This is an optimization exercise on Yosys and OpenROAD, whose aim is small area and a short achievable clock period, not a production implementation. No functional check of the RTL was part of any run shown here.

$ cat flow/design.v
module float_larger (a, b, isLarger);
  input  [15:0] a, b;
  output        isLarger;
  assign isLarger = (~a[15] & b[15]) | ((a[15] ~^ b[15]) & (a[14:0] > b[14:0]));
endmodule
module add_float (a, b, c);
  input  [15:0] a, b;
  output [15:0] c;
  wire l;
  float_larger fl (.a(a), .b(b), .isLarger(l));
  wire        sx = l ? a[15] : b[15];
  wire        sy = l ? b[15] : a[15];
  wire [4:0]  ex = l ? a[14:10] : b[14:10];
  wire [4:0]  ey = l ? b[14:10] : a[14:10];
  wire [9:0]  mx = l ? a[9:0] : b[9:0];
  wire [9:0]  my = l ? b[9:0] : a[9:0];
  wire [4:0]  d  = ex - ey;
  wire [10:0] y0 = {1'b1, my};
  wire [10:0] y1 = d[0] ? {1'd0, y0[10:1]} : y0;
  wire [10:0] y2 = d[1] ? {2'd0, y1[10:2]} : y1;
  wire [10:0] y3 = d[2] ? {4'd0, y2[10:4]} : y2;
  wire [10:0] y4 = d[3] ? {8'd0, y3[10:8]} : y3;
  wire [10:0] ys = d[4] ? 11'd0 : y4;
  wire [11:0] s = ({1'b0, 1'b1, mx} ^ {12{sx}}) + ({1'b0, ys} ^ {12{sy}})
                  + {10'd0, sx, sy & ~sx};
  wire [10:0] x0 = s[10:0];
  wire        z8 = ~|x0[10:3];
  wire [10:0] x1 = z8 ? {x0[2:0], 8'd0} : x0;
  wire        z4 = ~|x1[10:7];
  wire [10:0] x2 = z4 ? {x1[6:0], 4'd0} : x1;
  wire        z2 = ~|x2[10:9];
  wire [10:0] x3 = z2 ? {x2[8:0], 2'd0} : x2;
  wire        z1 = ~x3[10];
  wire [10:0] x4 = z1 ? {x3[9:0], 1'd0} : x3;
  wire zero = (s == 12'd0);
  assign c[15]    = sx;
  assign c[14:10] = s[11] ? ex + 5'd1 :
                    zero  ? 5'd0 : ex - {1'b0, z8, z4, z2, z1};
  assign c[9:0]   = s[11] ? 10'd0 : x4[9:0];
endmodule
module sub_float (b, c);
  input  [14:0] b;
  output [15:0] c;
  wire [4:0]  se = b[14:10];
  wire [4:0]  k  = 5'd15 - se;
  wire [10:0] v  = {1'b1, b[9:0]} >> k;
  wire        e14 = (se == 5'd14);
  wire [8:0]  w  = -(e14 ? b[9:1] : v[8:0]);
  wire        z8 = ~|w[8:1];
  wire [8:0]  w0 = z8 ? {w[0], 8'd0} : w;
  wire        z4 = ~|w0[8:5];
  wire [8:0]  w1 = z4 ? {w0[4:0], 4'd0} : w0;
  wire        z2 = ~|w1[8:7];
  wire [8:0]  w2 = z2 ? {w1[6:0], 2'd0} : w1;
  wire        z1 = ~w2[8];
  wire [8:0]  w3 = z1 ? {w2[7:0], 1'd0} : w2;
  wire [4:0]  en = 5'd13 - {1'd0, z8, z4, z2, z1};
  wire one  = se[4] | (se <= 5'd4);
  wire e15  = (se == 5'd15);
  wire norm = e14 & (w != 9'd0);
  assign c = one  ? 16'h3C00 :
             e15  ? ((b[9:0] == 10'd0) ? 16'h0000 : 16'h4000) :
             norm ? {1'b0, en, w3[7:0], 2'd0} :
                    {1'b0, 5'd14, w, 1'b0};
endmodule
module Multiply (a, b, result);
  input  [15:0] a, b;
  output [15:0] result;
  wire [9:0] an = ~a[9:0];
  wire [9:0] bn = ~b[9:0];
  wire pn0_0 = ~(a[0] & b[0]);
  wire pn0_1 = ~(a[0] & b[1]);
  wire pn0_2 = ~(a[0] & b[2]);
  wire pn0_3 = ~(a[0] & b[3]);
  wire pn0_4 = ~(a[0] & b[4]);
  wire pn0_5 = ~(a[0] & b[5]);
  wire pn0_6 = ~(a[0] & b[6]);
  wire pn0_7 = ~(a[0] & b[7]);
  wire pn0_8 = ~(a[0] & b[8]);
  wire pn0_9 = ~(a[0] & b[9]);
  wire pn1_0 = ~(a[1] & b[0]);
  wire pn1_1 = ~(a[1] & b[1]);
  wire pn1_2 = ~(a[1] & b[2]);
  wire pn1_3 = ~(a[1] & b[3]);
  wire pn1_4 = ~(a[1] & b[4]);
  wire pn1_5 = ~(a[1] & b[5]);
  wire pn1_6 = ~(a[1] & b[6]);
  wire pn1_7 = ~(a[1] & b[7]);
  wire pn1_8 = ~(a[1] & b[8]);
  wire pn1_9 = ~(a[1] & b[9]);
  wire pn2_0 = ~(a[2] & b[0]);
  wire pn2_1 = ~(a[2] & b[1]);
  wire pn2_2 = ~(a[2] & b[2]);
  wire pn2_3 = ~(a[2] & b[3]);
  wire pn2_4 = ~(a[2] & b[4]);
  wire pn2_5 = ~(a[2] & b[5]);
  wire pn2_6 = ~(a[2] & b[6]);
  wire pn2_7 = ~(a[2] & b[7]);
  wire pn2_8 = ~(a[2] & b[8]);
  wire pn2_9 = ~(a[2] & b[9]);
  wire pn3_0 = ~(a[3] & b[0]);
  wire pn3_1 = ~(a[3] & b[1]);
  wire pn3_2 = ~(a[3] & b[2]);
  wire pn3_3 = ~(a[3] & b[3]);
  wire pn3_4 = ~(a[3] & b[4]);
  wire pn3_5 = ~(a[3] & b[5]);
  wire pn3_6 = ~(a[3] & b[6]);
  wire pn3_7 = ~(a[3] & b[7]);
  wire pn3_8 = ~(a[3] & b[8]);
  wire pn3_9 = ~(a[3] & b[9]);
  wire pn4_0 = ~(a[4] & b[0]);
  wire pn4_1 = ~(a[4] & b[1]);
  wire pn4_2 = ~(a[4] & b[2]);
  wire pn4_3 = ~(a[4] & b[3]);
  wire pn4_4 = ~(a[4] & b[4]);
  wire pn4_5 = ~(a[4] & b[5]);
  wire pn4_6 = ~(a[4] & b[6]);
  wire pn4_7 = ~(a[4] & b[7]);
  wire pn4_8 = ~(a[4] & b[8]);
  wire pn4_9 = ~(a[4] & b[9]);
  wire pn5_0 = ~(a[5] & b[0]);
  wire pn5_1 = ~(a[5] & b[1]);
  wire pn5_2 = ~(a[5] & b[2]);
  wire pn5_3 = ~(a[5] & b[3]);
  wire pn5_4 = ~(a[5] & b[4]);
  wire pn5_5 = ~(a[5] & b[5]);
  wire pn5_6 = ~(a[5] & b[6]);
  wire pn5_7 = ~(a[5] & b[7]);
  wire pn5_8 = ~(a[5] & b[8]);
  wire pn5_9 = ~(a[5] & b[9]);
  wire pn6_0 = ~(a[6] & b[0]);
  wire pn6_1 = ~(a[6] & b[1]);
  wire pn6_2 = ~(a[6] & b[2]);
  wire pn6_3 = ~(a[6] & b[3]);
  wire pn6_4 = ~(a[6] & b[4]);
  wire pn6_5 = ~(a[6] & b[5]);
  wire pn6_6 = ~(a[6] & b[6]);
  wire pn6_7 = ~(a[6] & b[7]);
  wire pn6_8 = ~(a[6] & b[8]);
  wire pn6_9 = ~(a[6] & b[9]);
  wire pn7_0 = ~(a[7] & b[0]);
  wire pn7_1 = ~(a[7] & b[1]);
  wire pn7_2 = ~(a[7] & b[2]);
  wire pn7_3 = ~(a[7] & b[3]);
  wire pn7_4 = ~(a[7] & b[4]);
  wire pn7_5 = ~(a[7] & b[5]);
  wire pn7_6 = ~(a[7] & b[6]);
  wire pn7_7 = ~(a[7] & b[7]);
  wire pn7_8 = ~(a[7] & b[8]);
  wire pn7_9 = ~(a[7] & b[9]);
  wire pn8_0 = ~(a[8] & b[0]);
  wire pn8_1 = ~(a[8] & b[1]);
  wire pn8_2 = ~(a[8] & b[2]);
  wire pn8_3 = ~(a[8] & b[3]);
  wire pn8_4 = ~(a[8] & b[4]);
  wire pn8_5 = ~(a[8] & b[5]);
  wire pn8_6 = ~(a[8] & b[6]);
  wire pn8_7 = ~(a[8] & b[7]);
  wire pn8_8 = ~(a[8] & b[8]);
  wire pn8_9 = ~(a[8] & b[9]);
  wire pn9_0 = ~(a[9] & b[0]);
  wire pn9_1 = ~(a[9] & b[1]);
  wire pn9_2 = ~(a[9] & b[2]);
  wire pn9_3 = ~(a[9] & b[3]);
  wire pn9_4 = ~(a[9] & b[4]);
  wire pn9_5 = ~(a[9] & b[5]);
  wire pn9_6 = ~(a[9] & b[6]);
  wire pn9_7 = ~(a[9] & b[7]);
  wire pn9_8 = ~(a[9] & b[8]);
  wire pn9_9 = ~(a[9] & b[9]);
  wire s0, c0;
  fa u0 (.a(pn0_9), .b(pn1_8), .c(1'b1), .s(s0), .co(c0));
  wire s1, c1;
  fa u1 (.a(pn1_9), .b(pn2_8), .c(pn3_7), .s(s1), .co(c1));
  wire s2, c2;
  fa u2 (.a(pn4_6), .b(pn5_5), .c(1'b1), .s(s2), .co(c2));
  wire s3, c3;
  fa u3 (.a(pn2_9), .b(pn3_8), .c(pn4_7), .s(s3), .co(c3));
  wire s4, c4;
  fa u4 (.a(pn5_6), .b(pn6_5), .c(1'b1), .s(s4), .co(c4));
  wire s5, c5;
  fa u5 (.a(pn3_9), .b(pn4_8), .c(pn5_7), .s(s5), .co(c5));
  wire s6, c6;
  fa u6 (.a(pn0_6), .b(pn1_5), .c(1'b1), .s(s6), .co(c6));
  wire s7, c7;
  fa u7 (.a(pn0_7), .b(pn1_6), .c(pn2_5), .s(s7), .co(c7));
  wire s8, c8;
  fa u8 (.a(pn3_4), .b(pn4_3), .c(1'b1), .s(s8), .co(c8));
  wire s9, c9;
  fa u9 (.a(pn0_8), .b(pn1_7), .c(pn2_6), .s(s9), .co(c9));
  wire s10, c10;
  fa u10 (.a(pn3_5), .b(pn4_4), .c(pn5_3), .s(s10), .co(c10));
  wire s11, c11;
  fa u11 (.a(pn6_2), .b(pn7_1), .c(1'b1), .s(s11), .co(c11));
  wire s12, c12;
  fa u12 (.a(s0), .b(pn2_7), .c(pn3_6), .s(s12), .co(c12));
  wire s13, c13;
  fa u13 (.a(pn4_5), .b(pn5_4), .c(pn6_3), .s(s13), .co(c13));
  wire s14, c14;
  fa u14 (.a(pn7_2), .b(pn8_1), .c(pn9_0), .s(s14), .co(c14));
  wire s15, c15;
  fa u15 (.a(c0), .b(s1), .c(s2), .s(s15), .co(c15));
  wire s16, c16;
  fa u16 (.a(pn6_4), .b(pn7_3), .c(pn8_2), .s(s16), .co(c16));
  wire s17, c17;
  fa u17 (.a(pn9_1), .b(an[0]), .c(bn[0]), .s(s17), .co(c17));
  wire s18, c18;
  fa u18 (.a(c1), .b(c2), .c(s3), .s(s18), .co(c18));
  wire s19, c19;
  fa u19 (.a(s4), .b(pn7_4), .c(pn8_3), .s(s19), .co(c19));
  wire s20, c20;
  fa u20 (.a(pn9_2), .b(an[1]), .c(bn[1]), .s(s20), .co(c20));
  wire s21, c21;
  fa u21 (.a(c3), .b(c4), .c(s5), .s(s21), .co(c21));
  wire s22, c22;
  fa u22 (.a(pn6_6), .b(pn7_5), .c(pn8_4), .s(s22), .co(c22));
  wire s23, c23;
  fa u23 (.a(pn9_3), .b(an[2]), .c(bn[2]), .s(s23), .co(c23));
  wire s24, c24;
  fa u24 (.a(c5), .b(pn4_9), .c(pn5_8), .s(s24), .co(c24));
  wire s25, c25;
  fa u25 (.a(pn6_7), .b(pn7_6), .c(pn8_5), .s(s25), .co(c25));
  wire s26, c26;
  fa u26 (.a(pn9_4), .b(an[3]), .c(bn[3]), .s(s26), .co(c26));
  wire s27, c27;
  fa u27 (.a(pn5_9), .b(pn6_8), .c(pn7_7), .s(s27), .co(c27));
  wire s28, c28;
  fa u28 (.a(pn8_6), .b(pn9_5), .c(an[4]), .s(s28), .co(c28));
  wire s29, c29;
  fa u29 (.a(pn6_9), .b(pn7_8), .c(pn8_7), .s(s29), .co(c29));
  wire s30, c30;
  fa u30 (.a(pn0_4), .b(pn1_3), .c(1'b1), .s(s30), .co(c30));
  wire s31, c31;
  fa u31 (.a(pn0_5), .b(pn1_4), .c(pn2_3), .s(s31), .co(c31));
  wire s32, c32;
  fa u32 (.a(pn3_2), .b(pn4_1), .c(1'b1), .s(s32), .co(c32));
  wire s33, c33;
  fa u33 (.a(s6), .b(pn2_4), .c(pn3_3), .s(s33), .co(c33));
  wire s34, c34;
  fa u34 (.a(pn4_2), .b(pn5_1), .c(pn6_0), .s(s34), .co(c34));
  wire s35, c35;
  fa u35 (.a(c6), .b(s7), .c(s8), .s(s35), .co(c35));
  wire s36, c36;
  fa u36 (.a(pn5_2), .b(pn6_1), .c(pn7_0), .s(s36), .co(c36));
  wire s37, c37;
  fa u37 (.a(c7), .b(c8), .c(s9), .s(s37), .co(c37));
  wire s38, c38;
  fa u38 (.a(s10), .b(s11), .c(pn8_0), .s(s38), .co(c38));
  wire s39, c39;
  fa u39 (.a(c9), .b(c10), .c(c11), .s(s39), .co(c39));
  wire s40, c40;
  fa u40 (.a(s12), .b(s13), .c(s14), .s(s40), .co(c40));
  wire s41, c41;
  fa u41 (.a(c12), .b(c13), .c(c14), .s(s41), .co(c41));
  wire s42, c42;
  fa u42 (.a(s15), .b(s16), .c(s17), .s(s42), .co(c42));
  wire s43, c43;
  fa u43 (.a(c15), .b(c16), .c(c17), .s(s43), .co(c43));
  wire s44, c44;
  fa u44 (.a(s18), .b(s19), .c(s20), .s(s44), .co(c44));
  wire s45, c45;
  fa u45 (.a(c18), .b(c19), .c(c20), .s(s45), .co(c45));
  wire s46, c46;
  fa u46 (.a(s21), .b(s22), .c(s23), .s(s46), .co(c46));
  wire s47, c47;
  fa u47 (.a(c21), .b(c22), .c(c23), .s(s47), .co(c47));
  wire s48, c48;
  fa u48 (.a(s24), .b(s25), .c(s26), .s(s48), .co(c48));
  wire s49, c49;
  fa u49 (.a(c24), .b(c25), .c(c26), .s(s49), .co(c49));
  wire s50, c50;
  fa u50 (.a(s27), .b(s28), .c(bn[4]), .s(s50), .co(c50));
  wire s51, c51;
  fa u51 (.a(c27), .b(c28), .c(s29), .s(s51), .co(c51));
  wire s52, c52;
  fa u52 (.a(pn9_6), .b(an[5]), .c(bn[5]), .s(s52), .co(c52));
  wire s53, c53;
  fa u53 (.a(c29), .b(pn7_9), .c(pn8_8), .s(s53), .co(c53));
  wire s54, c54;
  fa u54 (.a(pn9_7), .b(an[6]), .c(bn[6]), .s(s54), .co(c54));
  wire s55, c55;
  fa u55 (.a(pn8_9), .b(pn9_8), .c(an[7]), .s(s55), .co(c55));
  wire s56, c56;
  fa u56 (.a(pn0_3), .b(pn1_2), .c(1'b1), .s(s56), .co(c56));
  wire s57, c57;
  fa u57 (.a(s30), .b(pn2_2), .c(pn3_1), .s(s57), .co(c57));
  wire s58, c58;
  fa u58 (.a(c30), .b(s31), .c(s32), .s(s58), .co(c58));
  wire s59, c59;
  fa u59 (.a(c31), .b(c32), .c(s33), .s(s59), .co(c59));
  wire s60, c60;
  fa u60 (.a(c33), .b(c34), .c(s35), .s(s60), .co(c60));
  wire s61, c61;
  fa u61 (.a(c35), .b(c36), .c(s37), .s(s61), .co(c61));
  wire s62, c62;
  fa u62 (.a(c37), .b(c38), .c(s39), .s(s62), .co(c62));
  wire s63, c63;
  fa u63 (.a(c39), .b(c40), .c(s41), .s(s63), .co(c63));
  wire s64, c64;
  fa u64 (.a(c41), .b(c42), .c(s43), .s(s64), .co(c64));
  wire s65, c65;
  fa u65 (.a(c43), .b(c44), .c(s45), .s(s65), .co(c65));
  wire s66, c66;
  fa u66 (.a(c45), .b(c46), .c(s47), .s(s66), .co(c66));
  wire s67, c67;
  fa u67 (.a(c47), .b(c48), .c(s49), .s(s67), .co(c67));
  wire s68, c68;
  fa u68 (.a(c49), .b(c50), .c(s51), .s(s68), .co(c68));
  wire s69, c69;
  fa u69 (.a(c51), .b(c52), .c(s53), .s(s69), .co(c69));
  wire s70, c70;
  fa u70 (.a(c53), .b(c54), .c(s55), .s(s70), .co(c70));
  wire s71, c71;
  fa u71 (.a(c55), .b(pn9_9), .c(an[8]), .s(s71), .co(c71));
  wire s72, c72;
  fa u72 (.a(pn0_2), .b(pn1_1), .c(1'b1), .s(s72), .co(c72));
  wire s73, c73;
  fa u73 (.a(s56), .b(pn2_1), .c(pn3_0), .s(s73), .co(c73));
  wire s74, c74;
  fa u74 (.a(c56), .b(s57), .c(pn4_0), .s(s74), .co(c74));
  wire s75, c75;
  fa u75 (.a(c57), .b(s58), .c(pn5_0), .s(s75), .co(c75));
  wire s76, c76;
  fa u76 (.a(c58), .b(s59), .c(s34), .s(s76), .co(c76));
  wire s77, c77;
  fa u77 (.a(c59), .b(s60), .c(s36), .s(s77), .co(c77));
  wire s78, c78;
  fa u78 (.a(c60), .b(s61), .c(s38), .s(s78), .co(c78));
  wire s79, c79;
  fa u79 (.a(c61), .b(s62), .c(s40), .s(s79), .co(c79));
  wire s80, c80;
  fa u80 (.a(c62), .b(s63), .c(s42), .s(s80), .co(c80));
  wire s81, c81;
  fa u81 (.a(c63), .b(s64), .c(s44), .s(s81), .co(c81));
  wire s82, c82;
  fa u82 (.a(c64), .b(s65), .c(s46), .s(s82), .co(c82));
  wire s83, c83;
  fa u83 (.a(c65), .b(s66), .c(s48), .s(s83), .co(c83));
  wire s84, c84;
  fa u84 (.a(c66), .b(s67), .c(s50), .s(s84), .co(c84));
  wire s85, c85;
  fa u85 (.a(c67), .b(s68), .c(s52), .s(s85), .co(c85));
  wire s86, c86;
  fa u86 (.a(c68), .b(s69), .c(s54), .s(s86), .co(c86));
  wire s87, c87;
  fa u87 (.a(c69), .b(s70), .c(bn[7]), .s(s87), .co(c87));
  wire s88, c88;
  fa u88 (.a(c70), .b(s71), .c(bn[8]), .s(s88), .co(c88));
  wire s89, c89;
  fa u89 (.a(c71), .b(an[9]), .c(bn[9]), .s(s89), .co(c89));
  wire [21:0] ran = {1'b1, c89, c88, c87, c86, c85, c84, c83, c82, c81, c80, c79, c78, c77, c76, c75, c74, c73, c72, s72, pn0_1, pn0_0};
  wire [21:0] rbn = {1'b1, 1'b1, s89, s88, s87, s86, s85, s84, s83, s82, s81, s80, s79, s78, s77, s76, s75, s74, s73, pn2_0, pn1_0, 1'b1};
  wire [22:0] cn;    
  assign cn[0] = 1'b1;
  assign cn[1] = (ran[0] & rbn[0]) | (ran[0] & cn[0]) | (rbn[0] & cn[0]);
  assign cn[2] = (ran[1] & rbn[1]) | (ran[1] & cn[1]) | (rbn[1] & cn[1]);
  assign cn[3] = (ran[2] & rbn[2]) | (ran[2] & cn[2]) | (rbn[2] & cn[2]);
  assign cn[4] = (ran[3] & rbn[3]) | (ran[3] & cn[3]) | (rbn[3] & cn[3]);
  assign cn[5] = (ran[4] & rbn[4]) | (ran[4] & cn[4]) | (rbn[4] & cn[4]);
  assign cn[6] = (ran[5] & rbn[5]) | (ran[5] & cn[5]) | (rbn[5] & cn[5]);
  assign cn[7] = (ran[6] & rbn[6]) | (ran[6] & cn[6]) | (rbn[6] & cn[6]);
  assign cn[8] = (ran[7] & rbn[7]) | (ran[7] & cn[7]) | (rbn[7] & cn[7]);
  assign cn[9] = (ran[8] & rbn[8]) | (ran[8] & cn[8]) | (rbn[8] & cn[8]);
  assign cn[10] = (ran[9] & rbn[9]) | (ran[9] & cn[9]) | (rbn[9] & cn[9]);
  wire [21:0] tn;
  fa v10 (.a(ran[10]), .b(rbn[10]), .c(cn[10]), .s(tn[10]), .co(cn[11]));
  fa v11 (.a(ran[11]), .b(rbn[11]), .c(cn[11]), .s(tn[11]), .co(cn[12]));
  fa v12 (.a(ran[12]), .b(rbn[12]), .c(cn[12]), .s(tn[12]), .co(cn[13]));
  fa v13 (.a(ran[13]), .b(rbn[13]), .c(cn[13]), .s(tn[13]), .co(cn[14]));
  fa v14 (.a(ran[14]), .b(rbn[14]), .c(cn[14]), .s(tn[14]), .co(cn[15]));
  fa v15 (.a(ran[15]), .b(rbn[15]), .c(cn[15]), .s(tn[15]), .co(cn[16]));
  fa v16 (.a(ran[16]), .b(rbn[16]), .c(cn[16]), .s(tn[16]), .co(cn[17]));
  fa v17 (.a(ran[17]), .b(rbn[17]), .c(cn[17]), .s(tn[17]), .co(cn[18]));
  fa v18 (.a(ran[18]), .b(rbn[18]), .c(cn[18]), .s(tn[18]), .co(cn[19]));
  fa v19 (.a(ran[19]), .b(rbn[19]), .c(cn[19]), .s(tn[19]), .co(cn[20]));
  wire x20n, k20n;   
  fa v20 (.a(ran[20]), .b(rbn[20]), .c(cn[20]), .s(tn[20]), .co(cn[21]));
  fa v21 (.a(ran[21]), .b(rbn[21]), .c(cn[21]), .s(tn[21]), .co(cn[22]));
  wire [21:0] t = ~tn + 22'h100000;
  wire        h = t[21];
  wire [9:0]  m = h ? t[20:11] : t[19:10];
  wire [4:0]  e = a[14:10] + b[14:10] + 5'd17 + {4'd0, h};    
  assign result = (a == 16'd0 || b == 16'd0) ? 16'd0 : {a[15] ^ b[15], e, m};
endmodule
module fa (a, b, c, s, co);
  input a, b, c;
  output s, co;
  assign s  = a ^ b ^ c;
  assign co = (a & b) | (a & c) | (b & c);
endmodule
module resize_datapath (
  clk,
  reset_n,
  enable,
  data_in1,
  data_in2,
  scale,
  data_out
);
  input wire [15:0] data_in1, data_in2, scale;
  input wire clk, reset_n, enable;
  output reg [15:0] data_out;
  wire [15:0] fsum, fproduct1, fproduct2, sub_scale;
  Multiply  m1 (.a(data_in2), .b(scale), .result(fproduct1));
  sub_float sf (.b(scale[14:0]), .c(sub_scale));                   
  Multiply  m2 (.a(data_in1), .b(sub_scale), .result(fproduct2));
  add_float af (.a(fproduct1), .b(fproduct2), .c(fsum));
  always @(posedge clk or negedge reset_n) begin
    if (~reset_n)
      data_out <= 16'd0;
    else if (enable)
      data_out <= fsum;
  end
endmodule
$ cat flow/run.sh
#!/bin/bash
# synth_recipe.tcl (not shown) runs the flow's synth.tcl, then flattens the netlist and writes it again
# the make line also repeats each setting of config.mk as NAME=value (left out here)
make -C /OpenROAD-flow-scripts/flow DESIGN_CONFIG=/design/flow/config.mk WORK_HOME=/design/flow/orfs CLKGATE_MAP_FILE= SYNTH_SCRIPT=/design/flow/synth_recipe.tcl finish
$ cat flow/config.mk
export PLATFORM = sky130hd
export DESIGN_NAME = resize_datapath
export DESIGN_NICKNAME = resize_datapath
export VERILOG_FILES = /design/flow/design.v
export SDC_FILE = /design/flow/constraint.sdc
export NUM_CORES = 4
export LEC_CHECK = 0
export ABC_AREA = 1
export CAP_MARGIN = 20
export CORE_MARGIN = 2
export CORE_UTILIZATION = 40
export PLACE_DENSITY = 0.6
export SETUP_SLACK_MARGIN = 5
export SLEW_MARGIN = 20
$ cat flow/constraint.sdc
create_clock -name core_clock -period 25.0 [get_ports {clk}]
set_input_delay 5.0000 -clock core_clock [delete_from_list [all_inputs] [get_ports {clk}]]
set_output_delay 5.0000 -clock core_clock [all_outputs]
set_load 0.01 [all_outputs]
==> results of run 1 <==
## worst reg2reg max path: cells and delay by family (launching register included)
family / cells / cell delay [ns]
DFF: 1 / 0.39
AOI/OAI and AO/OA: 1 / 0.09
and+or+nand+nor: 1 / 0.07
## logic make-up (layout without fill, tap and decap cells)
logic type,Yosys count,after routing,share of synthesized area
buffers and inverters,422,580,0.1423
and+or+nand+nor,771,773,0.3022
xor gates and xnor gates,38,38,0.02912
muxes,1,1,0.0008758
DFF,16,16,0.03503
other,0,1,0
AOI/OAI and AO/OA,151,151,0.08079
adders and majority gates,268,268,0.4096
## final timing paths
path                                          start                        to  slack (ns)  depth (start not counted)
min in group asynchronous                   reset_n   data_out[9]$_DFFE_PN0P_        5.19                          1
max reg2reg                data_out[15]$_DFFE_PN0P_  data_out[15]$_DFFE_PN0P_       24.32                          2
min reg2reg                data_out[10]$_DFFE_PN0P_  data_out[10]$_DFFE_PN0P_        0.47                          2
max                                       scale[13]  data_out[14]$_DFFE_PN0P_        4.38                        108
min                        data_out[10]$_DFFE_PN0P_  data_out[10]$_DFFE_PN0P_        0.47                          2
max in group asynchronous                   reset_n  data_out[15]$_DFFE_PN0P_       19.35                          1
## area by class of cell
type / instances / area share
diodes: 1 / 0.0001712
clock buffers: 4 / 0.006077
inverters: 375 / 0.1011
multi-input cells: 1231 / 0.7121
flip-flops and latches: 16 / 0.02739
well taps: 378 / 0.03235
repair buffers: 200 / 0.1204
repair inverters: 1 / 0.0004279
## Yosys cell counts (4+ instances only)
| library cell | instances | area (sq um) |
|---|---|---|
| sky130_fd_sc_hd__nor2_2 | 6 | 37.54 |
| sky130_fd_sc_hd__ha_1 | 91 | 1139 |
| sky130_fd_sc_hd__nand2_2 | 22 | 137.6 |
| sky130_fd_sc_hd__a211oi_1 | 5 | 37.54 |
| sky130_fd_sc_hd__o22ai_1 | 8 | 50.05 |
| sky130_fd_sc_hd__a21oi_1 | 36 | 180.2 |
| sky130_fd_sc_hd__dfrtp_1 | 16 | 400.4 |
| sky130_fd_sc_hd__nand3_1 | 91 | 455.4 |
| sky130_fd_sc_hd__o211ai_1 | 7 | 52.55 |
| sky130_fd_sc_hd__clkbuf_1 | 36 | 135.1 |
| sky130_fd_sc_hd__buf_4 | 4 | 30.03 |
| sky130_fd_sc_hd__nand2_1 | 456 | 1712 |
| sky130_fd_sc_hd__fa_1 | 177 | 3543 |
| sky130_fd_sc_hd__xnor2_1 | 9 | 78.83 |
| sky130_fd_sc_hd__inv_1 | 356 | 1336 |
| sky130_fd_sc_hd__a31oi_1 | 4 | 25.02 |
| sky130_fd_sc_hd__nor2_1 | 114 | 427.9 |
| sky130_fd_sc_hd__o21ai_0 | 45 | 225.2 |
| sky130_fd_sc_hd__or2_2 | 5 | 31.28 |
| sky130_fd_sc_hd__clkinv_1 | 6 | 22.52 |
| sky130_fd_sc_hd__o21ai_1 | 17 | 85.08 |
| sky130_fd_sc_hd__inv_2 | 12 | 45.04 |
| sky130_fd_sc_hd__nor4_1 | 14 | 87.58 |
| sky130_fd_sc_hd__o21bai_1 | 7 | 52.55 |
| sky130_fd_sc_hd__nand3_4 | 4 | 70.07 |
| sky130_fd_sc_hd__nand3_2 | 16 | 160.2 |
| sky130_fd_sc_hd__nor3_1 | 7 | 35.03 |
| sky130_fd_sc_hd__xor2_1 | 29 | 254.0 |
| sky130_fd_sc_hd__o221ai_1 | 6 | 52.55 |
| sky130_fd_sc_hd__nand2_4 | 8 | 90.09 |
| sky130_fd_sc_hd__nand4_1 | 20 | 125.1 |
## routing by layer
metal	routed length, um	share of wire	GRT usage
met1	15750	0.46	0.3068
met2	16910	0.49	0.3908
met5	0	0	0
met4	430	0.012	0.03284
met3	1422	0.041	0.01693
## repair_timing
item | CTS | global route
gates cloned | 3 | 1
hold buffers | 0 | 0
buffers inserted | 99 | 29
setup endpoints to repair | 15 | 15
gates resized for setup | 245 | 99
pin swaps | 113 | 59
==> run notes, run 1 <==
Status:
- The flow ran to the end and the layout has no timing, DRC or antenna violations.

Timing:
- After routing, the total negative slack on setup checks comes to 0 ns.
- Based on the critical path, the design can be clocked at up to 0.04850 GHz.
- The final clock skew is 0 ns.
- The actual transition at the worst max-transition pin is 0.7280 ns.
- The tightest hold margin is about 0.47 ns.
- The number of pins exceeding their max-slew limit in the final report was 0.
- The share of the clock period used by the worst path after layout is 0.8247.
- The setup-violating endpoint count in the final report is 0.
- The post-layout worst setup margin is 4.383 ns.
- The clock period could shrink to 20.62 ns.
- The hold violation count in the final report is 0.
- In this run the tightest slew margin relative to its limit is 0.5131.
- Setup repair after global routing could not meet its margin everywhere.

Detailed routing:
- In this run the remaining antenna-violating nets after routing total 0.
- In the final routed layout, each cell accounts on average for 15.64 um.
- The number of detailed-routing iterations run before antenna repair is 6.
- Summed over all layers, the routed wires come to 34510 um.
- The number of violations reported at the end of detailed-routing iteration 0 is 790.
- The post-detailed-route via-to-cell ratio is 5.069.
- The overall via count from detail_route is 11182.
- The total DRC errors in the routed layout is 0.

Place:
- The port buffer count is 66.
- Routability-driven placement finished with a final weighted congestion of roughly 0.91.
- Once detailed placement completed, the half-perimeter wirelength came to about 25000 um.
- The total placed instance area is 0.01253 sq mm.
- Before CTS, the worst setup slack after placement is roughly 1.4 ns.
- The number of cells after detailed placement is between 2000 and 2500.

Finish:
- After the last flow step, the layout net total stands at 2147.
- The final cell count without fillers is 2206.
- The layout cell share with drive strength beyond 1 is 0.2315.
- The utilization after layout is 0.5233.
- In the final layout, the registers with the most flip-flops are data_out (16).
- Leaving out fill and tap cells, the most frequent cell in the layout is sky130_fd_sc_hd__nand2_1.
- Summing all non-filler instances in the final layout gives an area of 0.01462 sq mm.
- From synthesis to final layout, the design area changed by 27.90%.
- In the layout the commonest cells are 414 x sky130_fd_sc_hd__nand2_1, 327 x sky130_fd_sc_hd__inv_1, 160 x sky130_fd_sc_hd__fa_1, 118 x sky130_fd_sc_hd__buf_4, 102 x sky130_fd_sc_hd__nor2_1.
- The register bank with the most flops is data_out.
- The flip-flop and latch area is 400.4 sq um.
- The multi-input combinational cells in the finished layout cover a total of 0.01041 sq mm.
- The number of fill cells in the layout is 2712.
- The number of flip-flops under the largest register name is 16.

Setup path:
- The family with the most delay on the worst path is adder cells.
- The capturing element type of the critical path is a flop.
- The critical path start-end classification is input port to flop.
- The worst setup path is launched from an input port.
- Along the worst path, the maximum fanout reaches 9.
- STA puts the critical path data required time at 25.13 ns.
- The largest incremental delay on the critical path is about 0.56 ns.
- Data arrives at the worst endpoint at 20.75 ns.
- The cell with the largest stage delay on the worst path is sky130_fd_sc_hd__fa_1.
- The critical path contains buffers and inverters numbering 17 combined.

Flow run:
- The number of max-cap violations is 0.

Synth:
- For this run, the register share of the synthesized area comes to 0.03503.
- The synthesized design contains 0 enable-type register cells.
- The count of yosys warnings during synthesis is 21.
- The gate count after technology mapping is 1667.
- The mapped netlist covers about 0.011 sq mm.
- The post-synthesis async set-or-reset flop share is 1.000.
- The synthesized design contains 16 register bits.
- The leading register cell type out of synthesis is sky130_fd_sc_hd__dfrtp_1.
- The average instance in the mapped netlist occupies 6.856 sq um.
- The number of library cell types mapped by synthesis is 52.

Floorplan:
- The starting density of the core is 0.4092.
- The full die area is 0.02994 sq mm.
- The die boundary height is 173.0 um.
- In this run the core area contains 61 standard-cell rows.
- The area of the core region is 0.02793 sq mm.
- The overall die width is 173.0 um.
- The number of ports placed on the die boundary is 67.

Clocking:
- The maximum clock insertion buffer count is 2.
- The clock-pin slew reported for the worst setup and hold paths after clock tree synthesis is 0.05 ns.
- The number of clock sinks seen by CTS is 16.
- The later pin in the worst-skew pair is clocked with a latency of ~0.24 ns.
- The number of H-tree branching levels is 1.
- The root buffer cell chosen for the clock tree is sky130_fd_sc_hd__clkbuf_16.
- TritonCTS built the clock tree.
- Clock tree synthesis inserted a total of 3 buffers.

Global route:
- The via count of the first global-routing pass is about 11000.
- The remaining global-route overflow is 0.
- The global-route wire length before repair is 55870 um.
- The all-layer global routing usage is 0.2228.
- The number of antenna violations at the first check in global routing is 0.
- Entering global routing, the biggest net connects 20 pins.

Min path:
- In this run the worst hold path is classified as flop to flop.
==> run 2: changes to the inputs <==
--- a/flow/design.v
+++ b/flow/design.v
@@ -8,20 +8,16 @@
   output [15:0] c;
   wire l;
   float_larger fl (.a(a), .b(b), .isLarger(l));
+  wire [4:0]  da = a[14:10] - b[14:10];
+  wire [4:0]  db = b[14:10] - a[14:10];
+  wire [10:0] ya = align({1'b1, b[9:0]}, da);    
+  wire [10:0] yb = align({1'b1, a[9:0]}, db);    
   wire        sx = l ? a[15] : b[15];
   wire        sy = l ? b[15] : a[15];
   wire [4:0]  ex = l ? a[14:10] : b[14:10];
-  wire [4:0]  ey = l ? b[14:10] : a[14:10];
   wire [9:0]  mx = l ? a[9:0] : b[9:0];
-  wire [9:0]  my = l ? b[9:0] : a[9:0];
-  wire [4:0]  d  = ex - ey;
-  wire [10:0] y0 = {1'b1, my};
-  wire [10:0] y1 = d[0] ? {1'd0, y0[10:1]} : y0;
-  wire [10:0] y2 = d[1] ? {2'd0, y1[10:2]} : y1;
-  wire [10:0] y3 = d[2] ? {4'd0, y2[10:4]} : y2;
-  wire [10:0] y4 = d[3] ? {8'd0, y3[10:8]} : y3;
-  wire [10:0] ys = d[4] ? 11'd0 : y4;
-  wire [11:0] s = ({1'b0, 1'b1, mx} ^ {12{sx}}) + ({1'b0, ys} ^ {12{sy}})
+  wire [10:0] ys = l ? ya : yb;
+  wire [11:0] s = ({2'b01, mx} ^ {12{sx}}) + ({1'b0, ys} ^ {12{sy}})
                   + {10'd0, sx, sy & ~sx};
   wire [10:0] x0 = s[10:0];
   wire        z8 = ~|x0[10:3];
@@ -37,15 +33,25 @@
   assign c[14:10] = s[11] ? ex + 5'd1 :
                     zero  ? 5'd0 : ex - {1'b0, z8, z4, z2, z1};
   assign c[9:0]   = s[11] ? 10'd0 : x4[9:0];
+  function [10:0] align(input [10:0] m, input [4:0] d);
+    reg [10:0] t;
+    begin
+      t = d[0] ? {1'd0, m[10:1]} : m;
+      t = d[1] ? {2'd0, t[10:2]} : t;
+      t = d[2] ? {4'd0, t[10:4]} : t;
+      t = d[3] ? {8'd0, t[10:8]} : t;
+      align = d[4] ? 11'd0 : t;
+    end
+  endfunction
 endmodule
 module sub_float (b, c);
   input  [14:0] b;
   output [15:0] c;
   wire [4:0]  se = b[14:10];
-  wire [4:0]  k  = 5'd15 - se;
+  wire [3:0]  k  = 4'd15 - se[3:0];
   wire [10:0] v  = {1'b1, b[9:0]} >> k;
-  wire        e14 = (se == 5'd14);
-  wire [8:0]  w  = -(e14 ? b[9:1] : v[8:0]);
+  wire [8:0]  wv = -v[8:0];
+  wire [8:0]  w  = -b[9:1];
   wire        z8 = ~|w[8:1];
   wire [8:0]  w0 = z8 ? {w[0], 8'd0} : w;
   wire        z4 = ~|w0[8:5];
@@ -55,13 +61,14 @@
   wire        z1 = ~w2[8];
   wire [8:0]  w3 = z1 ? {w2[7:0], 1'd0} : w2;
   wire [4:0]  en = 5'd13 - {1'd0, z8, z4, z2, z1};
+  wire        wz = (b[9:1] == 9'd0);
   wire one  = se[4] | (se <= 5'd4);
   wire e15  = (se == 5'd15);
-  wire norm = e14 & (w != 9'd0);
+  wire e14  = (se == 5'd14);
   assign c = one  ? 16'h3C00 :
              e15  ? ((b[9:0] == 10'd0) ? 16'h0000 : 16'h4000) :
-             norm ? {1'b0, en, w3[7:0], 2'd0} :
-                    {1'b0, 5'd14, w, 1'b0};
+             e14  ? (wz ? 16'h3800 : {1'b0, en, w3[7:0], 2'd0}) :
+                    {1'b0, 5'd14, wv, 1'b0};
 endmodule
 module Multiply (a, b, result);
   input  [15:0] a, b;
@@ -350,33 +357,123 @@
   fa u89 (.a(c71), .b(an[9]), .c(bn[9]), .s(s89), .co(c89));
   wire [21:0] ran = {1'b1, c89, c88, c87, c86, c85, c84, c83, c82, c81, c80, c79, c78, c77, c76, c75, c74, c73, c72, s72, pn0_1, pn0_0};
   wire [21:0] rbn = {1'b1, 1'b1, s89, s88, s87, s86, s85, s84, s83, s82, s81, s80, s79, s78, s77, s76, s75, s74, s73, pn2_0, pn1_0, 1'b1};
-  wire [22:0] cn;    
-  assign cn[0] = 1'b1;
-  assign cn[1] = (ran[0] & rbn[0]) | (ran[0] & cn[0]) | (rbn[0] & cn[0]);
-  assign cn[2] = (ran[1] & rbn[1]) | (ran[1] & cn[1]) | (rbn[1] & cn[1]);
-  assign cn[3] = (ran[2] & rbn[2]) | (ran[2] & cn[2]) | (rbn[2] & cn[2]);
-  assign cn[4] = (ran[3] & rbn[3]) | (ran[3] & cn[3]) | (rbn[3] & cn[3]);
-  assign cn[5] = (ran[4] & rbn[4]) | (ran[4] & cn[4]) | (rbn[4] & cn[4]);
-  assign cn[6] = (ran[5] & rbn[5]) | (ran[5] & cn[5]) | (rbn[5] & cn[5]);
-  assign cn[7] = (ran[6] & rbn[6]) | (ran[6] & cn[6]) | (rbn[6] & cn[6]);
-  assign cn[8] = (ran[7] & rbn[7]) | (ran[7] & cn[7]) | (rbn[7] & cn[7]);
-  assign cn[9] = (ran[8] & rbn[8]) | (ran[8] & cn[8]) | (rbn[8] & cn[8]);
-  assign cn[10] = (ran[9] & rbn[9]) | (ran[9] & cn[9]) | (rbn[9] & cn[9]);
-  wire [21:0] tn;
-  fa v10 (.a(ran[10]), .b(rbn[10]), .c(cn[10]), .s(tn[10]), .co(cn[11]));
-  fa v11 (.a(ran[11]), .b(rbn[11]), .c(cn[11]), .s(tn[11]), .co(cn[12]));
-  fa v12 (.a(ran[12]), .b(rbn[12]), .c(cn[12]), .s(tn[12]), .co(cn[13]));
-  fa v13 (.a(ran[13]), .b(rbn[13]), .c(cn[13]), .s(tn[13]), .co(cn[14]));
-  fa v14 (.a(ran[14]), .b(rbn[14]), .c(cn[14]), .s(tn[14]), .co(cn[15]));
-  fa v15 (.a(ran[15]), .b(rbn[15]), .c(cn[15]), .s(tn[15]), .co(cn[16]));
-  fa v16 (.a(ran[16]), .b(rbn[16]), .c(cn[16]), .s(tn[16]), .co(cn[17]));
-  fa v17 (.a(ran[17]), .b(rbn[17]), .c(cn[17]), .s(tn[17]), .co(cn[18]));
-  fa v18 (.a(ran[18]), .b(rbn[18]), .c(cn[18]), .s(tn[18]), .co(cn[19]));
-  fa v19 (.a(ran[19]), .b(rbn[19]), .c(cn[19]), .s(tn[19]), .co(cn[20]));
-  wire x20n, k20n;   
-  fa v20 (.a(ran[20]), .b(rbn[20]), .c(cn[20]), .s(tn[20]), .co(cn[21]));
-  fa v21 (.a(ran[21]), .b(rbn[21]), .c(cn[21]), .s(tn[21]), .co(cn[22]));
-  wire [21:0] t = ~tn + 22'h100000;
+  wire [21:0] g0 = ~(ran | rbn);
+  wire [21:0] p0 = ~(ran & rbn);
+  wire [21:0] x0 = ran ^ rbn;
+  wire G1_1 = g0[1] | (p0[1] & g0[0]);
+  wire P1_1 = p0[1] & p0[0];
+  wire G1_3 = g0[3] | (p0[3] & g0[2]);
+  wire P1_3 = p0[3] & p0[2];
+  wire G1_5 = g0[5] | (p0[5] & g0[4]);
+  wire P1_5 = p0[5] & p0[4];
+  wire G1_7 = g0[7] | (p0[7] & g0[6]);
+  wire P1_7 = p0[7] & p0[6];
+  wire G1_9 = g0[9] | (p0[9] & g0[8]);
+  wire P1_9 = p0[9] & p0[8];
+  wire G1_11 = g0[11] | (p0[11] & g0[10]);
+  wire P1_11 = p0[11] & p0[10];
+  wire G1_13 = g0[13] | (p0[13] & g0[12]);
+  wire P1_13 = p0[13] & p0[12];
+  wire G1_15 = g0[15] | (p0[15] & g0[14]);
+  wire P1_15 = p0[15] & p0[14];
+  wire G1_17 = g0[17] | (p0[17] & g0[16]);
+  wire P1_17 = p0[17] & p0[16];
+  wire G1_19 = g0[19] | (p0[19] & g0[18]);
+  wire P1_19 = p0[19] & p0[18];
+  wire G1_21 = g0[21] | (p0[21] & g0[20]);
+  wire P1_21 = p0[21] & p0[20];
+  wire G2_2 = g0[2] | (p0[2] & G1_1);
+  wire P2_2 = p0[2] & P1_1;
+  wire G2_3 = G1_3 | (P1_3 & G1_1);
+  wire P2_3 = P1_3 & P1_1;
+  wire G2_6 = g0[6] | (p0[6] & G1_5);
+  wire P2_6 = p0[6] & P1_5;
+  wire G2_7 = G1_7 | (P1_7 & G1_5);
+  wire P2_7 = P1_7 & P1_5;
+  wire G2_10 = g0[10] | (p0[10] & G1_9);
+  wire P2_10 = p0[10] & P1_9;
+  wire G2_11 = G1_11 | (P1_11 & G1_9);
+  wire P2_11 = P1_11 & P1_9;
+  wire G2_14 = g0[14] | (p0[14] & G1_13);
+  wire P2_14 = p0[14] & P1_13;
+  wire G2_15 = G1_15 | (P1_15 & G1_13);
+  wire P2_15 = P1_15 & P1_13;
+  wire G2_18 = g0[18] | (p0[18] & G1_17);
+  wire P2_18 = p0[18] & P1_17;
+  wire G2_19 = G1_19 | (P1_19 & G1_17);
+  wire P2_19 = P1_19 & P1_17;
+  wire G3_4 = g0[4] | (p0[4] & G2_3);
+  wire P3_4 = p0[4] & P2_3;
+  wire G3_5 = G1_5 | (P1_5 & G2_3);
+  wire P3_5 = P1_5 & P2_3;
+  wire G3_6 = G2_6 | (P2_6 & G2_3);
+  wire P3_6 = P2_6 & P2_3;
+  wire G3_7 = G2_7 | (P2_7 & G2_3);
+  wire P3_7 = P2_7 & P2_3;
+  wire G3_12 = g0[12] | (p0[12] & G2_11);
+  wire P3_12 = p0[12] & P2_11;
+  wire G3_13 = G1_13 | (P1_13 & G2_11);
+  wire P3_13 = P1_13 & P2_11;
+  wire G3_14 = G2_14 | (P2_14 & G2_11);
+  wire P3_14 = P2_14 & P2_11;
+  wire G3_15 = G2_15 | (P2_15 & G2_11);
+  wire P3_15 = P2_15 & P2_11;
+  wire G3_20 = g0[20] | (p0[20] & G2_19);
+  wire P3_20 = p0[20] & P2_19;
+  wire G3_21 = G1_21 | (P1_21 & G2_19);
+  wire P3_21 = P1_21 & P2_19;
+  wire G4_8 = g0[8] | (p0[8] & G3_7);
+  wire P4_8 = p0[8] & P3_7;
+  wire G4_9 = G1_9 | (P1_9 & G3_7);
+  wire P4_9 = P1_9 & P3_7;
+  wire G4_10 = G2_10 | (P2_10 & G3_7);
+  wire P4_10 = P2_10 & P3_7;
+  wire G4_11 = G2_11 | (P2_11 & G3_7);
+  wire P4_11 = P2_11 & P3_7;
+  wire G4_12 = G3_12 | (P3_12 & G3_7);
+  wire P4_12 = P3_12 & P3_7;
+  wire G4_13 = G3_13 | (P3_13 & G3_7);
+  wire P4_13 = P3_13 & P3_7;
+  wire G4_14 = G3_14 | (P3_14 & G3_7);
+  wire P4_14 = P3_14 & P3_7;
+  wire G4_15 = G3_15 | (P3_15 & G3_7);
+  wire P4_15 = P3_15 & P3_7;
+  wire G5_16 = g0[16] | (p0[16] & G4_15);
+  wire P5_16 = p0[16] & P4_15;
+  wire G5_17 = G1_17 | (P1_17 & G4_15);
+  wire P5_17 = P1_17 & P4_15;
+  wire G5_18 = G2_18 | (P2_18 & G4_15);
+  wire P5_18 = P2_18 & P4_15;
+  wire G5_19 = G2_19 | (P2_19 & G4_15);
+  wire P5_19 = P2_19 & P4_15;
+  wire G5_20 = G3_20 | (P3_20 & G4_15);
+  wire P5_20 = P3_20 & P4_15;
+  wire G5_21 = G3_21 | (P3_21 & G4_15);
+  wire P5_21 = P3_21 & P4_15;
+  wire [21:0] sm;
+  assign sm[0] = x0[0];
+  assign sm[1] = x0[1] ^ g0[0];
+  assign sm[2] = x0[2] ^ G1_1;
+  assign sm[3] = x0[3] ^ G2_2;
+  assign sm[4] = x0[4] ^ G2_3;
+  assign sm[5] = x0[5] ^ G3_4;
+  assign sm[6] = x0[6] ^ G3_5;
+  assign sm[7] = x0[7] ^ G3_6;
+  assign sm[8] = x0[8] ^ G3_7;
+  assign sm[9] = x0[9] ^ G4_8;
+  assign sm[10] = x0[10] ^ G4_9;
+  assign sm[11] = x0[11] ^ G4_10;
+  assign sm[12] = x0[12] ^ G4_11;
+  assign sm[13] = x0[13] ^ G4_12;
+  assign sm[14] = x0[14] ^ G4_13;
+  assign sm[15] = x0[15] ^ G4_14;
+  assign sm[16] = x0[16] ^ G4_15;
+  assign sm[17] = x0[17] ^ G5_16;
+  assign sm[18] = x0[18] ^ G5_17;
+  assign sm[19] = x0[19] ^ G5_18;
+  assign sm[20] = x0[20] ^ G5_19;
+  assign sm[21] = x0[21] ^ G5_20;
+  wire [21:0] t = {sm[21] ^ sm[20], ~sm[20], sm[19:0]};
   wire        h = t[21];
   wire [9:0]  m = h ? t[20:11] : t[19:10];
   wire [4:0]  e = a[14:10] + b[14:10] + 5'd17 + {4'd0, h};    
--- a/flow/config.mk
+++ b/flow/config.mk
@@ -12,3 +12,5 @@
 export PLACE_DENSITY = 0.6
 export SETUP_SLACK_MARGIN = 5
 export SLEW_MARGIN = 20
+export SYNTH_HIERARCHICAL = 1
+export SYNTH_MINIMUM_KEEP_SIZE = 0
==> run 2 against run 1 <==
  * Final cell count up 6.3%
  * Non-clock buffer count shrank 130
  * Sequential share of layout area rose by 0.10 points
  * Maximum frequency is 9.3% higher
  * Worst hold slack got worse by 0.0092 ns
  * Core utilization fell by 8.0 points
  * Clock skew unchanged
  * Via count up 5.7%
  * Register-to-register slack improved by 0.05 ns
  * Critical endpoint unchanged
==> run notes, run 2 <==
Setup path:
- The critical path data required time is 25.18 ns (+0.05 ns).
- The largest incremental delay on the critical path was 0.59 ns (+0.03 ns).
- The worst-path maximum fanout is 33 (+24).
- The number of cells on the worst reg-to-reg path was 2 (unchanged).
- The arrival time reported for the critical path endpoint is 19.04 ns (-1.71 ns).
- The critical path start-end classification is input port to flop.
- The cell seen most often among critical-path stages is sky130_fd_sc_hd__nand2_1.
- The worst setup path is captured at a flop.
- The worst setup path is launched from an input port.
- The cell with the largest stage delay on the worst path is sky130_fd_sc_hd__dlymetal6s2s_1.

Clocking:
- The clock latency at the later pin of the worst-skew pair is 0.24 ns (about the same).
- The number of H-tree branching levels is 1 (unchanged).
- The number of clock sinks seen by CTS was 16 (unchanged).
- The maximum clock insertion buffer count is 2 (unchanged).
- The cell at the root of the clock tree is sky130_fd_sc_hd__clkbuf_16.
- The TritonCTS clock tree is yes.
- The number of buffers added by the clock tree synthesis step is 3 (unchanged).
- The clock-pin slew reported for the worst setup and hold paths after clock tree synthesis is 0.05 ns (about the same).

Detailed routing:
- The number of nets with antenna violations after detailed routing is 0 (unchanged).
- The sum of met2 wire segment lengths after detailed routing is 17200 um (+1.7%).
- The total DRC errors in the routed layout is 0 (unchanged).
- The number of violations reported at the end of detailed-routing iteration 0 is 767 (-2.9%).
- The met3 layer wire length in the routed design was 1425 um (+0.21%).
- The post-detailed-route wirelength per cell was 14.70 um (-6.0%).
- The wire length after detailed routing is 34480 um (-0.10%).
- The top layer reached by signal wires is met4.
- The met1 wire length is 15300 um (-2.8%).
- The post-detailed-route via-to-cell ratio is 5.042 (-0.53%).
- The number of detailed-routing iterations run before antenna repair came to 5 (-1).
- The overall via count from detail_route is 11823 (+5.7%).

Synth:
- The number of library cell types mapped by synthesis came to 56 (+7.7%).
- Yosys instantiated no cell more often than sky130_fd_sc_hd__nand2_1.
- The mapped cell area is 0.01298 sq mm (+14%).
- The sequential share of the synthesized area was 0.03083 (-0.004196).
- The post-synthesis async set-or-reset flop share is 1.000 (unchanged).
- The gate count after technology mapping was 1885 (+13%).
- The number of enable-type register cells in the synthesized netlist is 0 (unchanged).
- The average instance area after synthesis is 6.889 sq um (+0.47%).
- Yosys attributes the largest share of cell area to sky130_fd_sc_hd__fa_1 29%, sky130_fd_sc_hd__nand2_1 18%, sky130_fd_sc_hd__ha_1 10%, sky130_fd_sc_hd__inv_1 7.7%, sky130_fd_sc_hd__nor2_1 3.6%.
- The fraction of synthesized cell area taken by the top area cell type was 0.2914 (-0.01863).
- The flip-flop and latch count after synthesis came to 16 (unchanged).
- After synthesis, the most frequently instantiated cells are 608 x sky130_fd_sc_hd__nand2_1, 266 x sky130_fd_sc_hd__inv_1, 189 x sky130_fd_sc_hd__fa_1.
- The leading register cell type out of synthesis is sky130_fd_sc_hd__dfrtp_1.
- Summed over all instances, the cell type with the most area after synthesis is sky130_fd_sc_hd__fa_1.
- The count of yosys warnings during synthesis is 8 (-62%).

Finish:
- The number of diodes is 0 (-1).
- The final instance area was 0.01410 sq mm (-3.5%).
- The layout cell share with drive strength beyond 1 is 0.06597 (-0.1656).
- The flip-flop and latch area came to 400.4 sq um (unchanged).
- Leaving out fill and tap cells, the most frequent cell in the layout is sky130_fd_sc_hd__nand2_1.
- The number of nets in the final layout is 2259 (+5.2%).
- The footprint of the multi-input gates came to 0.01131 sq mm (+8.7%).
- The area growth from synthesis to layout is 8.614%.
- The number of fill cells in the layout is 3274 (+21%).
- In the layout the commonest cells are 607 x sky130_fd_sc_hd__nand2_1, 266 x sky130_fd_sc_hd__inv_1, 189 x sky130_fd_sc_hd__fa_1, 122 x sky130_fd_sc_hd__nor2_1, 107 x sky130_fd_sc_hd__ha_1.
- The register bank with the most flops is data_out.
- The utilization after layout came to 0.4435 (-0.07982).
- The largest registers in the layout are data_out (16).
- The number of flip-flops under the largest register name is 16 (unchanged).

Floorplan:
- The number of standard-cell rows in the floorplan is 65 (+6.6%).
- The number of ports placed on the die boundary is 67 (unchanged).
- The die boundary height is 184.2 um (+6.4%).
- The overall die width is 184.2 um (+6.4%).
- The area of the core region is 0.03180 sq mm (+14%).
- The full die area was 0.03392 sq mm (+13%).
- The starting density of the core is 0.4083 (-0.0008227).

Timing:
- The setup TNS after final layout is 0 ns (unchanged).
- The final period demand of the worst path was 18.86 ns (-1.755 ns).
- The final clock skew came to 0 ns (unchanged).
- The actual transition at the worst max-transition pin is 0.9532 ns (+0.2252 ns).
- The setup-violating endpoint count in the final report came to 0 (unchanged).
- The hold violation count in the final report came to 0 (unchanged).
- The tightest hold margin is 0.4658 ns (-0.009160 ns).
- The peak clock frequency supported by timing is 0.05302 GHz (+9.3%).
- The share of the clock period used by the worst path after layout is 0.7545 (-0.07019).
- The max-slew headroom at the worst pin was 0.3646 (-0.1486).
- The post-layout worst setup margin is 6.138 ns (+1.755 ns).
- Setup repair after global routing left no endpoint under its margin.
- The number of pins exceeding their max-slew limit in the final report is 0 (unchanged).

Global route:
- The maximum number of pins on one net before global-route repair is 36 (+80%).
- The global-route wire length before repair is 58610 um (+4.9%).
- The all-layer global routing usage is 0.2110 (-0.01182).
- The via count of the first global-routing pass is 12180 (+6.5%).
- The number of antenna violations at the first check in global routing is 0 (unchanged).
- The remaining global-route overflow is 0 (unchanged).

Place:
- The total placed instance area is 0.01393 sq mm (+11%).
- The weighted congestion at the end of routability-driven global placement was 0.8948 (-1.2%).
- The pre-CTS setup slack came to 3.904 ns (+2.458 ns).
- The port buffer count is 66 (unchanged).
- The detailed-placement wirelength estimate is 28960 um (+14%).

Status:
- The flow ran to the end and the layout has no timing, DRC or antenna violations.

Min path:
- The kind of path behind the tightest hold check is flop to flop.
- The hold path depth was 2 (unchanged).

Flow run:
- The number of max-cap violations is 0 (unchanged).
-- run 2: changes by cell type after synthesis, moves of 11 or more --
| cell | before | now |
|---|---|---|
| sky130_fd_sc_hd__nand2_1 | 456 | 608 |
| sky130_fd_sc_hd__inv_1 | 356 | 266 |
| sky130_fd_sc_hd__o21ai_0 | 45 | 74 |
| sky130_fd_sc_hd__a21oi_1 | 36 | 59 |
| sky130_fd_sc_hd__ha_1 | 91 | 107 |
| sky130_fd_sc_hd__nand2_2 | 22 | 38 |
| sky130_fd_sc_hd__clkbuf_1 | 36 | 49 |
| sky130_fd_sc_hd__xnor2_1 | 9 | 22 |
| sky130_fd_sc_hd__fa_1 | 177 | 189 |
| sky130_fd_sc_hd__nand4_1 | 20 | 9 |
| sky130_fd_sc_hd__nor2_1 | 114 | 125 |
-- run 2: metal layers --
metal | GRT usage | vias up
li1 | - | 5872
met4 | 0.03904 | 0
met2 | 0.3893 | 299
met1 | 0.2760 | 5616
met5 | 0 | -
met3 | 0.008694 | 36
-- run 2: repair_timing --
| item | in CTS | in global routing |
|---|---|---|
| gates resized for setup | 6 | 28 |
| hold endpoints to repair | 0 | 0 |
| pin swaps | 0 | 1 |
| hold buffers | 0 | 0 |
| setup buffers | 0 | 1 |
| endpoints found under the setup margin | 7 | 15 |
-- run 2: cells by family after synthesis --
| group | after synthesis | share of synthesized area |
|---|---|---|
| buf+inv | 346 | 0.1087 |
| compound gates | 196 | 0.08981 |
| mux | 7 | 0.005396 |
| simple gates | 961 | 0.3274 |
| other cells | 3 | 0.0008672 |
| xor+xnor | 60 | 0.04249 |
| fa+ha+maj | 296 | 0.3945 |
| flops | 16 | 0.03083 |
-- run 2: layout make-up --
cell class | instances | share of cell area
inverter | 279 | 0.07532
timing repair buffer | 70 | 0.05039
tap | 435 | 0.03859
clock buffer | 3 | 0.005323
multi-input combinational | 1542 | 0.8020
sequential | 16 | 0.02839
-- run 2: path summary, 6_finish.rpt --
check	from	end	slack, ns
hold / removal	data_out[13]$_DFFE_PN0P_	data_out[13]$_DFFE_PN0P_	0.47
setup reg to reg	data_out[15]$_DFFE_PN0P_	data_out[15]$_DFFE_PN0P_	24.37
setup / recovery	scale[6]	data_out[14]$_DFFE_PN0P_	6.14
min in group asynchronous	reset_n	data_out[6]$_DFFE_PN0P_	5.20
max in group asynchronous	reset_n	data_out[0]$_DFFE_PN0P_	19.33
hold reg to reg	data_out[13]$_DFFE_PN0P_	data_out[13]$_DFFE_PN0P_	0.47
-- run 2: stage by stage --
stage          std cells
2_1_floorplan       1904
3_3_place_gp        2341
3_5_place_dp        2341
4_1_cts             2344
5_1_grt             2345
6_report            2345
-- run 2: per-module statistics from Yosys, one instance, submodules excluded --
| module | times used | flops+latches | area [sq um] | cells inside |
|---|---|---|---|---|
| fa | 180 | 0 | 20.02 | 1 |
| resize_datapath | 1 | 16 | 644.4 | 68 |
| sub_float | 1 | 0 | 1341 | 264 |
| add_float | 1 | 0 | 3035 | 541 |
| Multiply | 2 | 0 | 1943 | 376 |
| float_larger | 1 | 0 | 474.2 | 80 |
-- run 2: worst max-delay path, delay by kind of cell --
family	cells	cell delay, ns
simple gates	50	5.44
buf+inv	9	1.30
xor+xnor	2	0.37
fa+ha+maj	15	5.44
compound gates	8	1.47
==> run 3: changes to the inputs <==
--- a/flow/config.mk
+++ b/flow/config.mk
@@ -12,5 +12,3 @@
 export PLACE_DENSITY = 0.6
 export SETUP_SLACK_MARGIN = 5
 export SLEW_MARGIN = 20
-export SYNTH_HIERARCHICAL = 1
-export SYNTH_MINIMUM_KEEP_SIZE = 0
==> run 3 against run 2 <==
  * Worst hold slack gained 0.019 ns
  * Clock-buffer cell count grew 1
  * Largest cell class unchanged
==> run notes, run 3 <==
Clocking:
- The cell at the root of the clock tree is sky130_fd_sc_hd__clkbuf_16.
- The number of buffers added by the clock tree synthesis step came to 3 (unchanged).
- The maximum clock insertion buffer count is 2 (unchanged).

Global route:
- The met3 track demand over resource is 0.01572 (+0.007029).
- The number of antenna violations at the first check in global routing is 0 (unchanged).
- The busiest metal layer after global routing is met2.
- The met2 capacity usage during global routing was 0.3787 (-0.01059).
- The remaining global-route overflow is 0 (unchanged).
- The all-layer global routing usage is 0.2095 (-0.001516).
- The met1 demand-to-capacity share in global routing is 0.2765 (+0.0005023).
- The global-route wire length before repair is 57860 um (-1.3%).
- The via count of the first global-routing pass came to 12232 (+0.43%).

Floorplan:
- The starting density of the core is 0.4088 (+0.0004312).
- The area of the core region is 0.03075 sq mm (-3.3%).
- The full die area is 0.03286 sq mm (-3.1%).
- The number of standard-cell rows in the floorplan was 64 (-1.5%).
- The overall die width was 181.3 um (-1.6%).
- The die boundary height came to 181.3 um (-1.6%).
- The number of ports placed on the die boundary is 67 (unchanged).

Detailed routing:
- The number of detailed-routing iterations run before antenna repair is 7 (+2).
- The number of nets with antenna violations after detailed routing is 0 (unchanged).
- The overall via count from detail_route came to 11902 (+0.67%).
- The number of violations reported at the end of detailed-routing iteration 0 is 896 (+17%).

Timing:
- The number of pins exceeding their max-slew limit in the final report was 0 (unchanged).
- The setup-violating endpoint count in the final report is 0 (unchanged).
- The final period demand of the worst path is 19.06 ns (+0.1965 ns).
- The setup TNS after final layout is 0 ns (unchanged).
- The max-slew headroom at the worst pin was 0.4193 (+0.05477).
- The share of the clock period used by the worst path after layout came to 0.7623 (+0.007861).
- The hold violation count in the final report was 0 (unchanged).
- The actual transition at the worst max-transition pin is 0.8696 ns (-0.08357 ns).

Status:
- The flow ran to the end and the layout has no timing, DRC or antenna violations.

Setup path:
- The largest incremental delay on the critical path is 0.54 ns (-0.05 ns).
- By startpoint and endpoint, the worst setup path is classified as input port to flop.
- The worst-path maximum fanout is 16 (-52%).
- The cell with the largest stage delay on the worst path is sky130_fd_sc_hd__fa_1.
- The logic depth of the worst setup path including buffers is 94 (+12%).
- The number of buffers and inverters on the critical path is 16 (+7).
- STA classifies the critical path endpoint as a flop.

Finish:
- The final cell count without fillers came to 2376 (+1.3%).
- The area growth from synthesis to layout is 11.89%.
- The number of diodes was 0 (unchanged).
- The library cell used most frequently in the layout, excluding fill and tap cells, is sky130_fd_sc_hd__nand2_1.
- The number of flip-flops under the largest register name is 16 (unchanged).
- In the final layout, the registers with the most flip-flops are data_out (16).
- The number of nets in the final layout was 2326 (+3.0%).
- The number of fill cells in the layout is 3234 (-1.2%).

Synth:
- The sequential share of the synthesized area is 0.03185 (+0.001019).
- The fraction of synthesized cell area taken by the top area cell type came to 0.2564 (-0.03497).
- The number of enable-type register cells in the synthesized netlist is 0 (unchanged).
- In the post-synthesis netlist, the biggest area contributors are sky130_fd_sc_hd__fa_1 26%, sky130_fd_sc_hd__nand2_1 15%, sky130_fd_sc_hd__ha_1 13%, sky130_fd_sc_hd__inv_1 13%, sky130_fd_sc_hd__nor2_1 4.7%.
- The average instance area after synthesis is 6.553 sq um (-4.9%).
- The gate count after technology mapping is 1918 (+1.8%).
- The flip-flop and latch count after synthesis came to 16 (unchanged).
- The number of library cell types mapped by synthesis is 52 (-7.1%).
- Of all cell types, the one taking the most synthesized area is sky130_fd_sc_hd__fa_1.
- The count of yosys warnings during synthesis came to 2 (-6).
- The mapped cell area is 0.01257 sq mm (-3.2%).
- By count the netlist is led by 487 x sky130_fd_sc_hd__nand2_1, 421 x sky130_fd_sc_hd__inv_1, 161 x sky130_fd_sc_hd__fa_1.

Place:
- The port buffer count came to 66 (unchanged).
- The number of cells after detailed placement is 2338 (-0.13%).
- The detailed-placement wirelength estimate was 28120 um (-2.9%).
- The weighted congestion at the end of routability-driven global placement came to 0.9641 (+7.7%).

Min path:
- The path class of the tightest hold or removal check is flop to flop.

Flow run:
- The number of max-cap violations is 0 (unchanged).
## run 3: cell types whose count changed after synthesis, sizes merged, moves of 26 or more
cell,before,now
inv,276,435
ha,107,133
nor2,140,169
nand2,655,508
fa,189,161
## run 3: layer usage
metal | up-vias | wire [um] | part of all wire
li1 | 5979 | - | -
met1 | 5592 | 15570 | 0.46
met2 | 281 | 16290 | 0.48
met3 | 50 | 1375 | 0.041
met4 | 0 | 559 | 0.017
met5 | - | 0 | 0
## run 3: cells by family after synthesis
logic type / after synthesis / synth area share
simple gates: 867 / 0.3031
buf+inv: 493 / 0.1505
fa+ha+maj: 294 / 0.3888
compound gates: 191 / 0.08561
xor+xnor: 53 / 0.03693
flops: 16 / 0.03185
mux: 4 / 0.003185
## run 3: path summary, 6_finish.rpt
kind                                          from                       end  slack [ns]
max                                       scale[3]  data_out[14]$_DFFE_PN0P_        5.94
min                        data_out[1]$_DFFE_PN0P_   data_out[1]$_DFFE_PN0P_        0.48
max reg2reg                data_out[9]$_DFFE_PN0P_   data_out[9]$_DFFE_PN0P_       24.32
min reg2reg                data_out[1]$_DFFE_PN0P_   data_out[1]$_DFFE_PN0P_        0.48
max in group asynchronous                  reset_n   data_out[2]$_DFFE_PN0P_       19.33
min in group asynchronous                  reset_n  data_out[15]$_DFFE_PN0P_        5.20
## run 3: area by class of cell
type | instances | area [sq um] | area share
clock buffer | 4 | 88.84 | 0.006317
timing repair buffer | 102 | 928.4 | 0.06601
inverter | 446 | 1694 | 0.1205
sequential | 16 | 400.4 | 0.02847
tap | 396 | 495.5 | 0.03523
timing repair inverter | 1 | 5.005 | 0.0003559
multi-input combinational | 1411 | 10450 | 0.7432
## run 3: worst register-to-register path: stages (launching register included)
cell and delay, ns:
sky130_fd_sc_hd__dfrtp_1 0.37, sky130_fd_sc_hd__nand2_1 0.09, sky130_fd_sc_hd__o31ai_1 0.09
## run 3: stage by stage
stage / instance area [sq um] / utilization / setup WS [ns] / hold slack (ns)
CTS: 13700 / 0.4455 / 5.005 / 0.4863
floorplan: 12570 / - / 6.229 / 0.5156
global placement: 13560 / 0.4408 / 3.982 / 0.4654
finish: 14060 / 0.4574 / 5.942 / 0.4846
global route: 14060 / 0.4574 / 4.842 / 0.5111
detailed placement: 13560 / 0.4408 / 3.438 / 0.4703
## run 3: repair_timing
| action | in CTS | in global routing |
|---|---|---|
| pin swaps | 1 | 14 |
| hold endpoints to repair | 0 | 0 |
| buffers inserted | 3 | 28 |
| cloned | 1 | 2 |
| setup endpoints to repair | 15 | 15 |
| hold buffers | 0 | 0 |
| resized for setup | 18 | 59 |

re-timing with driven ports:
Ports are ideal in the flow. The routed layouts listed here were re-timed in OpenROAD. Step 1: set_driving_cell puts a clkbuf_16 on clk and a buf_2 on each other input, an assumption about the parent block. Step 2 moves the port delays by t, midway between the first and last clock arrival at a register: inputs arrive t later, outputs are due t later. That takes back most of the time a late clock gives input paths. a / b / c = ideal ports / drivers / drivers and shift; a / b = the first two.
run	shift t [ns]	setup slack, ns	worst data-port slew with drivers (ns)	pins driven straight from the clock port
run 1	0.272	4.383 / 4.358 / 4.086	0.08	1
run 2	0.269	6.138 / 6.144 / 5.875	0.04	1
run 3	0.273	5.941 / 5.950 / 5.677	0.04	1
After both steps setup and hold are still met in every run listed. The setup slack of run 1, which loses most, moves by -0.025 ns with the drivers and by -0.297 ns with both steps.
